This design comes from an exercise in tuning for small area, a short achievable clock period and few clock cycles per item on the open sky130 flow, not from production work.
In this exercise RTL edits were held to simulation tests only and were not proved equivalent to the original.
No activity file was given, so power comes from the tool's default toggle rates.

[flow/flow/abc_pre.script]
strash
balance -l
resub -K 6 -l
rewrite -l
resub -K 6 -N 2 -l
refactor -l
resub -K 8 -l
balance -l
resub -K 8 -N 2 -l
rewrite -l
resub -K 10 -l
rewrite -z -l
resub -K 10 -N 2 -l
balance -l
resub -K 12 -l
refactor -z -l
resub -K 12 -N 2 -l
rewrite -z -l
balance -l
dch
map -D 1500
topo
stime -c
buffer -c
upsize -c
dnsize -c
[flow/config.mk]
export PLATFORM = sky130hd
export DESIGN_NAME = BCDConvert
export DESIGN_NICKNAME = BCDConvert
export VERILOG_FILES = /design/flow/design.v
export SDC_FILE = /design/flow/constraint.sdc
export NUM_CORES = 4
export LEC_CHECK = 0
export ABC_AREA = 1
export CAP_MARGIN = 20
export CORE_MARGIN = 2
export CORE_UTILIZATION = 40
export SLEW_MARGIN = 20
[flow/constraint.sdc]
create_clock -name core_clock -period 5.0 [get_ports {clk}]
set_input_delay 1.0000 -clock core_clock [delete_from_list [all_inputs] [get_ports {clk}]]
set_output_delay 1.0000 -clock core_clock [all_outputs]
set_load 0.01 [all_outputs]
[flow/flow/synth.tcl]
proc synth {args} { yosys synth -nofsm -noshare {*}$args }
# Same as synth_recipe.tcl (the standard synthesis), except that the technology-mapping abc call
# of ORFS synth.tcl is run once per module: bcd_pre with the ABC script in MY_ABC_PRE,
# bcd_post with the one in MY_ABC_POST, the top module (registers) with ORFS's own script.
proc abc {args} {
  set i [lsearch -exact $args -script]
  foreach {sel var} {bcd_pre MY_ABC_PRE bcd_post MY_ABC_POST BCDConvert NONE} {
    set a $args
    if { $i >= 0 && [info exists ::env($var)] } {
      lset a [expr {$i + 1}] $::env($var)
    }
    puts "abc on $sel: [lindex $a [expr {$i + 1}]]"
    yosys abc {*}$a $sel
  }
}
source $::env(SCRIPTS_DIR)/synth.tcl
# left out here: clear keep_hierarchy, flatten, clean up, hide names made inside functions, write 1_2_yosys.v
[flow/design.v]
module BCDConvert(
    input           clk,
    input           rst,
    input           en,
    input   [11:0]  bin_d_in,
    output  [15:0]  bcd_d_out,
    output          rdy
    );
    reg         rdy_q;
    reg  [13:0] q;
    wire [13:0] nx;
    bcd_pre  u_pre  (.b(bin_d_in), .s(nx));
    bcd_post u_post (.s(q), .d(bcd_d_out));
    always @(posedge clk) begin
        q     <= nx;
        rdy_q <= en & ~rst;
    end
    assign rdy = rdy_q;
endmodule
module bcd_pre(input [11:0] b, output [13:0] s);
    wire n27 = ~b[9] & b[11];
    wire n28 = ~b[10] & n27;
    wire n29 = b[8] & n28;
    wire n30 = b[10] & ~n27;
    wire n31 = ~n29 & ~n30;
    wire n32 = b[9] & ~b[11];
    wire n33 = ~b[8] & ~n32;
    wire n34 = ~n28 & ~n33;
    wire n35 = ~n31 & ~n34;
    wire n36 = b[7] & n35;
    wire n37 = ~b[8] & b[10];
    wire n38 = n32 & n37;
    wire n39 = ~b[8] & ~n28;
    wire n40 = n31 & ~n39;
    wire n41 = ~n38 & ~n40;
    wire n42 = b[8] & ~b[10];
    wire n43 = n27 & ~n42;
    wire n44 = n32 & ~n37;
    wire n45 = ~n43 & ~n44;
    wire n46 = ~b[7] & ~n45;
    wire n47 = n41 & n46;
    wire n48 = ~n36 & ~n47;
    wire n49 = b[6] & ~n48;
    wire n50 = ~b[7] & n35;
    wire n51 = ~n41 & ~n46;
    wire n52 = ~n50 & ~n51;
    wire n53 = ~b[6] & ~n52;
    wire n54 = ~n41 & n46;
    wire n55 = ~n35 & n45;
    wire n56 = b[7] & n55;
    wire n57 = ~n54 & ~n56;
    wire n58 = ~n50 & n57;
    wire n59 = n53 & n58;
    wire n60 = ~n49 & ~n59;
    wire n61 = ~b[5] & ~n60;
    wire n62 = ~b[6] & ~n48;
    wire n63 = ~n53 & ~n58;
    wire n64 = ~n62 & ~n63;
    wire n65 = ~b[5] & ~n64;
    wire n66 = n48 & n52;
    wire n67 = b[6] & n66;
    wire n68 = n48 & n58;
    wire n69 = ~b[6] & ~n66;
    wire n70 = ~n68 & n69;
    wire n71 = ~n67 & ~n70;
    wire n72 = ~n65 & ~n71;
    wire n73 = ~n61 & ~n72;
    wire n74 = b[5] & ~n60;
    wire n75 = n65 & n71;
    wire n76 = ~n74 & ~n75;
    wire n77 = n73 & n76;
    wire n78 = b[4] & ~n77;
    wire n79 = ~b[4] & n76;
    wire n80 = n60 & n64;
    wire n81 = b[5] & n80;
    wire n82 = n65 & ~n71;
    wire n83 = ~n61 & ~n82;
    wire n84 = ~n81 & n83;
    wire n85 = ~n73 & ~n84;
    wire n86 = n79 & ~n85;
    assign s[1] = ~n78 & ~n86;
    wire n88 = ~b[4] & ~n76;
    wire n89 = ~b[4] & ~n73;
    wire n90 = ~n84 & ~n89;
    assign s[2] = n88 | n90;
    wire n92 = b[4] & ~n76;
    wire n93 = n84 & n89;
    assign s[3] = n92 | n93;
    wire n95 = n79 & n84;
    assign s[4] = ~n77 & ~n95;
    wire n97 = n60 & n71;
    wire n98 = ~b[5] & n97;
    wire n99 = ~n80 & ~n98;
    wire n100 = ~b[6] & n68;
    wire n101 = ~n66 & ~n100;
    wire n102 = ~b[9] & ~b[10];
    wire n103 = b[11] & ~n102;
    wire n104 = n30 & ~n33;
    wire n105 = ~n28 & ~n104;
    wire n106 = ~n35 & n41;
    wire n107 = ~b[7] & n106;
    wire n108 = ~n55 & ~n107;
    wire n109 = n105 & ~n108;
    wire n110 = n103 & n109;
    wire n111 = n101 & n110;
    wire n112 = ~n103 & n108;
    wire n113 = n103 & ~n108;
    wire n114 = ~n105 & n113;
    wire n115 = ~n112 & ~n114;
    wire n116 = ~n105 & ~n113;
    wire n117 = ~n101 & n116;
    wire n118 = n115 & n117;
    wire n119 = ~n111 & ~n118;
    wire n120 = ~n101 & n110;
    wire n121 = ~n115 & ~n117;
    wire n122 = ~n120 & ~n121;
    wire n123 = n119 & n122;
    wire n124 = n99 & ~n123;
    wire n125 = ~n99 & n119;
    wire n126 = ~n115 & n117;
    wire n127 = ~n110 & ~n116;
    wire n128 = n101 & n127;
    wire n129 = ~n120 & ~n128;
    wire n130 = ~n126 & n129;
    wire n131 = ~n122 & ~n130;
    wire n132 = n125 & ~n131;
    assign s[5] = ~n124 & ~n132;
    wire n134 = ~n99 & ~n119;
    wire n135 = ~n99 & ~n122;
    wire n136 = ~n130 & ~n135;
    assign s[6] = n134 | n136;
    wire n138 = n99 & ~n119;
    wire n139 = n130 & n135;
    assign s[7] = n138 | n139;
    wire n141 = n125 & n130;
    assign s[8] = ~n123 & ~n141;
    wire n143 = ~n101 & ~n112;
    wire n144 = ~n110 & n143;
    assign s[9] = ~n127 & ~n144;
    assign s[10] = n103 & ~n109;
    assign s[0] = b[3];
    assign s[11] = b[0];
    assign s[12] = b[1];
    assign s[13] = b[2];
endmodule
module bcd_post(input [13:0] s, output [15:0] d);
    wire n32 = s[0] & s[3];
    wire n33 = ~s[0] & s[2];
    wire n34 = ~s[1] & n33;
    wire n35 = ~n32 & ~n34;
    wire n36 = ~s[13] & ~n35;
    wire n37 = s[1] & n33;
    wire n38 = s[0] & ~s[2];
    wire n39 = ~s[3] & ~n38;
    wire n40 = ~n32 & ~n39;
    wire n41 = ~n37 & ~n40;
    wire n42 = ~s[0] & s[3];
    wire n43 = s[1] & ~n33;
    wire n44 = ~n42 & ~n43;
    wire n45 = ~s[13] & ~n44;
    wire n46 = ~n41 & ~n45;
    wire n47 = ~n36 & ~n46;
    wire n48 = s[13] & ~n35;
    wire n49 = n41 & n45;
    wire n50 = ~n48 & ~n49;
    wire n51 = n47 & n50;
    wire n52 = s[12] & ~n51;
    wire n53 = ~s[12] & n50;
    wire n54 = n35 & n44;
    wire n55 = s[13] & ~n54;
    wire n56 = ~s[13] & n35;
    wire n57 = n40 & ~n44;
    wire n58 = n56 & ~n57;
    wire n59 = ~n55 & ~n58;
    wire n60 = ~n47 & n59;
    wire n61 = n53 & ~n60;
    assign d[1] = ~n52 & ~n61;
    wire n63 = ~s[12] & ~n50;
    wire n64 = ~s[12] & ~n47;
    wire n65 = n59 & ~n64;
    assign d[2] = n63 | n65;
    wire n67 = s[12] & ~n50;
    wire n68 = ~n59 & n64;
    assign d[3] = n67 | n68;
    wire n70 = n53 & ~n59;
    assign d[4] = ~n51 & ~n70;
    wire n72 = n41 & n56;
    wire n73 = ~n54 & ~n72;
    wire n74 = ~s[0] & ~s[1];
    wire n75 = s[2] & ~n74;
    wire n76 = ~s[3] & ~n75;
    wire n77 = s[4] & s[7];
    wire n78 = ~s[4] & s[6];
    wire n79 = ~s[5] & n78;
    wire n80 = ~n77 & ~n79;
    wire n81 = ~n76 & ~n80;
    wire n82 = s[5] & n78;
    wire n83 = ~s[4] & s[7];
    wire n84 = s[4] & ~s[7];
    wire n85 = ~s[6] & n84;
    wire n86 = ~n83 & ~n85;
    wire n87 = ~n82 & n86;
    wire n88 = s[5] & ~n78;
    wire n89 = ~n83 & ~n88;
    wire n90 = n76 & ~n89;
    wire n91 = n87 & n90;
    wire n92 = ~n81 & ~n91;
    wire n93 = n76 & ~n80;
    wire n94 = ~n87 & ~n90;
    wire n95 = ~n93 & ~n94;
    wire n96 = n92 & n95;
    wire n97 = n73 & n96;
    wire n98 = ~n73 & ~n92;
    wire n99 = n80 & n89;
    wire n100 = ~n76 & n99;
    wire n101 = ~n87 & n90;
    wire n102 = ~n93 & ~n101;
    wire n103 = ~n100 & n102;
    wire n104 = ~n73 & ~n95;
    wire n105 = ~n103 & n104;
    wire n106 = ~n98 & ~n105;
    assign d[5] = n97 | ~n106;
    wire n108 = ~n103 & ~n104;
    assign d[6] = n98 | n108;
    wire n110 = n73 & ~n92;
    wire n111 = n103 & n104;
    assign d[7] = n110 | n111;
    wire n113 = n92 & n103;
    wire n114 = ~n73 & n113;
    assign d[8] = ~n96 & ~n114;
    wire n116 = n80 & n87;
    wire n117 = n76 & n116;
    wire n118 = ~n99 & ~n117;
    wire n119 = s[8] & ~s[10];
    wire n120 = ~s[4] & ~s[5];
    wire n121 = s[6] & ~n120;
    wire n122 = ~s[7] & ~n121;
    wire n123 = s[9] & n122;
    wire n124 = n119 & ~n123;
    wire n125 = ~s[8] & s[10];
    wire n126 = ~s[9] & ~n122;
    wire n127 = n125 & ~n126;
    wire n128 = ~n124 & ~n127;
    wire n129 = ~n118 & ~n128;
    wire n130 = ~s[9] & n125;
    wire n131 = ~n119 & n122;
    wire n132 = s[9] & ~n125;
    wire n133 = ~n131 & n132;
    assign d[13] = n130 | n133;
    wire n135 = ~n122 & d[13];
    wire n136 = n122 & ~d[13];
    wire n137 = ~n135 & ~n136;
    wire n138 = n129 & n137;
    wire n139 = s[9] & n131;
    wire n140 = ~n125 & ~n139;
    wire n141 = ~n127 & ~n140;
    wire n142 = ~n118 & ~n141;
    wire n143 = n128 & n140;
    wire n144 = n118 & ~n143;
    wire n145 = ~n142 & ~n144;
    assign d[9] = n138 | n145;
    wire n147 = ~n118 & n141;
    wire n148 = ~n129 & n137;
    assign d[10] = n147 | n148;
    wire n150 = n118 & n141;
    wire n151 = n129 & ~n137;
    assign d[11] = n150 | n151;
    wire n153 = ~n137 & n142;
    assign d[12] = ~n143 & ~n153;
    wire n155 = ~s[8] & ~s[9];
    assign d[14] = s[10] & ~n155;
    assign d[15] = 1'b0;
    assign d[0] = s[11];
endmodule
[flow/flow/abc_post.script]
strash
balance -l
resub -K 6 -l
rewrite -l
resub -K 6 -N 2 -l
refactor -l
resub -K 8 -l
balance -l
resub -K 8 -N 2 -l
rewrite -l
resub -K 10 -l
rewrite -z -l
resub -K 10 -N 2 -l
balance -l
resub -K 12 -l
refactor -z -l
resub -K 12 -N 2 -l
rewrite -z -l
balance -l
dch
map -B 0.9
topo
stime -c
buffer -c
upsize -c
dnsize -c
[flow/standard.sh]
#!/bin/bash
# synth_recipe.tcl (not shown) runs the flow's synth.tcl, then flattens the netlist and writes it again
# the make line also repeats each setting of config.mk as NAME=value (left out here)
make -C /OpenROAD-flow-scripts/flow DESIGN_CONFIG=/design/flow/config.mk WORK_HOME=/design/flow/orfs CLKGATE_MAP_FILE= SYNTH_SCRIPT=/design/flow/synth_recipe.tcl "${@:-finish}"
[flow/flow/run.sh]
#!/bin/bash
# Layout flow: the standard flow (standard.sh), with two changes.
# 1. Synthesis is the standard one (ORFS synthesis, then flatten and rename as
#    synth_recipe.tcl does), except that the two logic submodules bcd_pre and
#    bcd_post are kept apart until after technology mapping, and each is mapped
#    by ABC with its own script (flow/abc_pre.script, flow/abc_post.script).
#    The registers are all in the top module and are mapped as usual.
# 2. The port buffers are the platform's smallest buffer (buf_1).
set -euo pipefail
W=$(pwd)
sed "s#SYNTH_SCRIPT=[^ ]*#SYNTH_SCRIPT=$W/flow/synth.tcl#" standard.sh > own.sh
export MY_ABC_PRE=$W/flow/abc_pre.script
export MY_ABC_POST=$W/flow/abc_post.script
bash own.sh "SYNTH_KEEP_MODULES=bcd_pre bcd_post" synth > synth.log 2>&1
bash own.sh "SYNTH_KEEP_MODULES=bcd_pre bcd_post" "BUFFER_PORTS_ARGS=-buffer_cell sky130_fd_sc_hd__buf_1" finish > layout.log 2>&1
==> flow_summary.toml <==
[synth]
synth_xor_area_frac = 0.006604
ys_types = 30
synth_cells = 222
synth_area_um2 = 1326
ys_seq_area_frac = 0.2264
synth-compound-area-share = 0.2443
synth_adder_area_share = 0
synth_top_family_by_area = "simple AND/OR/NAND/NOR gates"
synth_seq_cells = 15
synthSimpleGateAreaFrac = 0.3726
synthesis.nets = 237
yosys.area.top_type = "dfxtp_1"
synth_area_leaders = "dfxtp_1 23%, nand2_1 17%, inv_1 9.9%"
synth_warnings = 1
synth_top_area_frac = 0.2264
avgSynthCellArea_um2 = 5.974
synthMuxAreaShare = 0

[sta]
setup_viol = 0
timing.hold.ws_ns = 0.8114
finalHoldViolations = 0
tns_ns = 0
fin_ws_ns = 2.140
fin_crit_ns = 2.860
rsz0062_at_grt = "false"
fmax_mhz = 349.7
finalCritPeriodShare = 0.5719
slew_violations = 0

[route]
viasPerCell = 4.602
wl_per_cell_um = 7.633
routed_wl_mm = 2.244
vias = 1353
drtIter0Drc = 49
drc = 0
drt_first_pass_iters = 4
antenna_left = 0

[power_and_ir_drop]
max-vdd-ir-drop_uv = 83.84
power_leakage_nw = 0.7399
p_per_area_nw_per_um2 = 404.2

[placement]
port_buffers = 30
hpwl_mm = 1.908
pre_cts_slack_ns = 1.909
place_congestion = 0.8110

[final_layout]
fin_util = 0.4754
final_cell_mix = "61 x nand2_1, 35 x inv_1, 30 x buf_1"
final_nets = 266
fillers = 339
layout_commonest_cell = "nand2_1"
area.growth.synth_to_final_pct = 11.23
antenna_cells = 0
drive_gt1_frac = 0.1120

[worst_hold_path]
hold_depth = 1
min_path_type = "input port to flop"
hold_start = "bin_d_in[2]"

[cts]
h-tree-depth = 1
cts_hold_buffers = 0
post-cts-setup-buffers = 0
path_clk_slew_ns = 0.08
cts-buffers-inserted = 3
cts_resized = 0
cts-root-buf = "clkbuf_4"
clock_sinks = 15
cts_buffer_depth = 2
cts_tree = "done"

[floorplanning]
die_x_um = 61.58
floorplan.initialDensity = 0.4274
io_pins = 32
rows = 20
die_h_um = 61.58
core_um2 = 3103
design.die.area_um2 = 3792

[setup_path]
crit_arrival_ns = 1.86
cp_cell_sequence = "o21ai_0 -> nand2_1 -> inv_1 -> nand2_1 -> nor2_1 -> a21oi_1 -> inv_1 -> o21ai_0 -> nand2_1 -> inv_1 -> buf_1"
path_max_fanout = 5
end_kind = "output pin"
crit_path_start_kind = "flop"
cp.required_ns = 4.00
slowest_delay_ns = 0.38
cp_slowest_cell = "dfxtp_1"
critical_path_class = "flop to output pin"
cp-startpoint = "q[0]"

[run]
maxCapViolCount = 0

[grt]
grt_overflow = 0
grt_antenna_before_repair = 0
grt_pass1_vias = 1008
grt_max_degree = 9
grt_first_pass_wirelength_mm = 3.726
grtUsageTotal = 0.1253

[status]
status = "timing/DRC/antenna clean"
## where the power goes
group | total, mW | switching, mW | internal [mW]
clock network | 0.0635 | 0.0326 | 0.0309
logic | 0.377 | 0.244 | 0.133
registers | 0.156 | 0.0145 | 0.142
total | 0.596 | 0.291 | 0.305
## state kept, by name, summed over array words and instances, names as in the netlist
name	count
rdy_q	1
q	14
## critical path, delay by kind of cell, from the launching register on
kind	cells	cell delay (ns)
compound gates	3	0.53
buf+inv	4	0.34
flops	1	0.38
simple gates	4	0.33
## synth_stat cells
library cell  number
nand2_1           61
inv_1             35
nand3_1           16
dfxtp_1           15
nor2_1            15
o21ai_1           14
a21oi_1            7
o21ai_0            7
buf_4              6
inv_2              5
nor2_2             5
nand2_2            4
nand4_1            4
o21ai_2            4
o211ai_1           3
o22ai_1            3
a22oi_1            2
a22oi_2            2
nand3b_1           2
o21a_1             2
a21oi_2            1
a22o_1             1
a31oi_1            1
conb_1             1
nand3_2            1
nor3_4             1
o211ai_2           1
o21ai_4            1
or2_1              1
xor2_1             1
## modules after synthesis, one instance, submodules excluded
module      flops+latches  cell area (um2)
bcd_post                0            491.7
BCDConvert             15            310.3
bcd_pre                 0            524.3
## stage by stage
stage | total power [mW] | area, um2 | std cells
CTS | 0.6026 | 1475 | 294
floorplan | 0.4552 | 1326 | 222
global placement | 0.5393 | 1449 | 290
finish | 0.5962 | 1475 | 294
detailed placement | 0.5386 | 1449 | 290
global route | 0.6758 | 1475 | 294
## cell type report
cell class,instances,area (um2),share of cell area
inverter,40,150.1,0.1018
tap,44,55.05,0.03732
multi-input combinational,161,830.8,0.5632
clock buffer,4,26.28,0.01781
sequential,15,300.3,0.2036
timing repair buffer,30,112.6,0.07634
## cell families after synthesis
group,Yosys count
buffers and inverters,46
AOI/OAI and AO/OA,49
xor gates and xnor gates,1
DFF,15
and+or+nand+nor,110
other,1
## final timing paths
check | end | slack, ns
worst min-delay path | q[13] | 0.81
worst max-delay path | bcd_d_out[5] | 2.14
## per-layer routing
metal	wire length, um	global-route usage
met1	1168	0.1681
met2	974	0.2030
met3	59	0.01261
met4	41	0.05471
met5	0	0
Testbench counts, summed over its fixed seeds: cycles 3,200, items 1,600.

## re-timing with driven ports
The flow's constraints put no driver on any port. The routed layout listed below was extracted and timed again, unchanged, in two steps. Step 1 assumes that a clkbuf_16 drives the clock port and a buf_2 every other input. Step 2 times the ports against the registers' clock, not the clock port: input delays grow and output delays shrink by t, the midpoint of the rising clock arrivals with the driver on. Three values: ideal ports, drivers, drivers and shift; two values: the first two.
shift t [ns]: 0.290
setup WS [ns]: 2.140 / 2.121 / 1.887
worst setup path at the end: input to register
latest minus earliest clock arrival (ns): 0.002 / 0.002
worst register clock-pin slew, ns: 0.08 / 0.08
After both steps setup and hold are still met in this run. For this run, drivers alone change the setup slack by -0.019 ns; drivers and shift together by -0.253 ns.
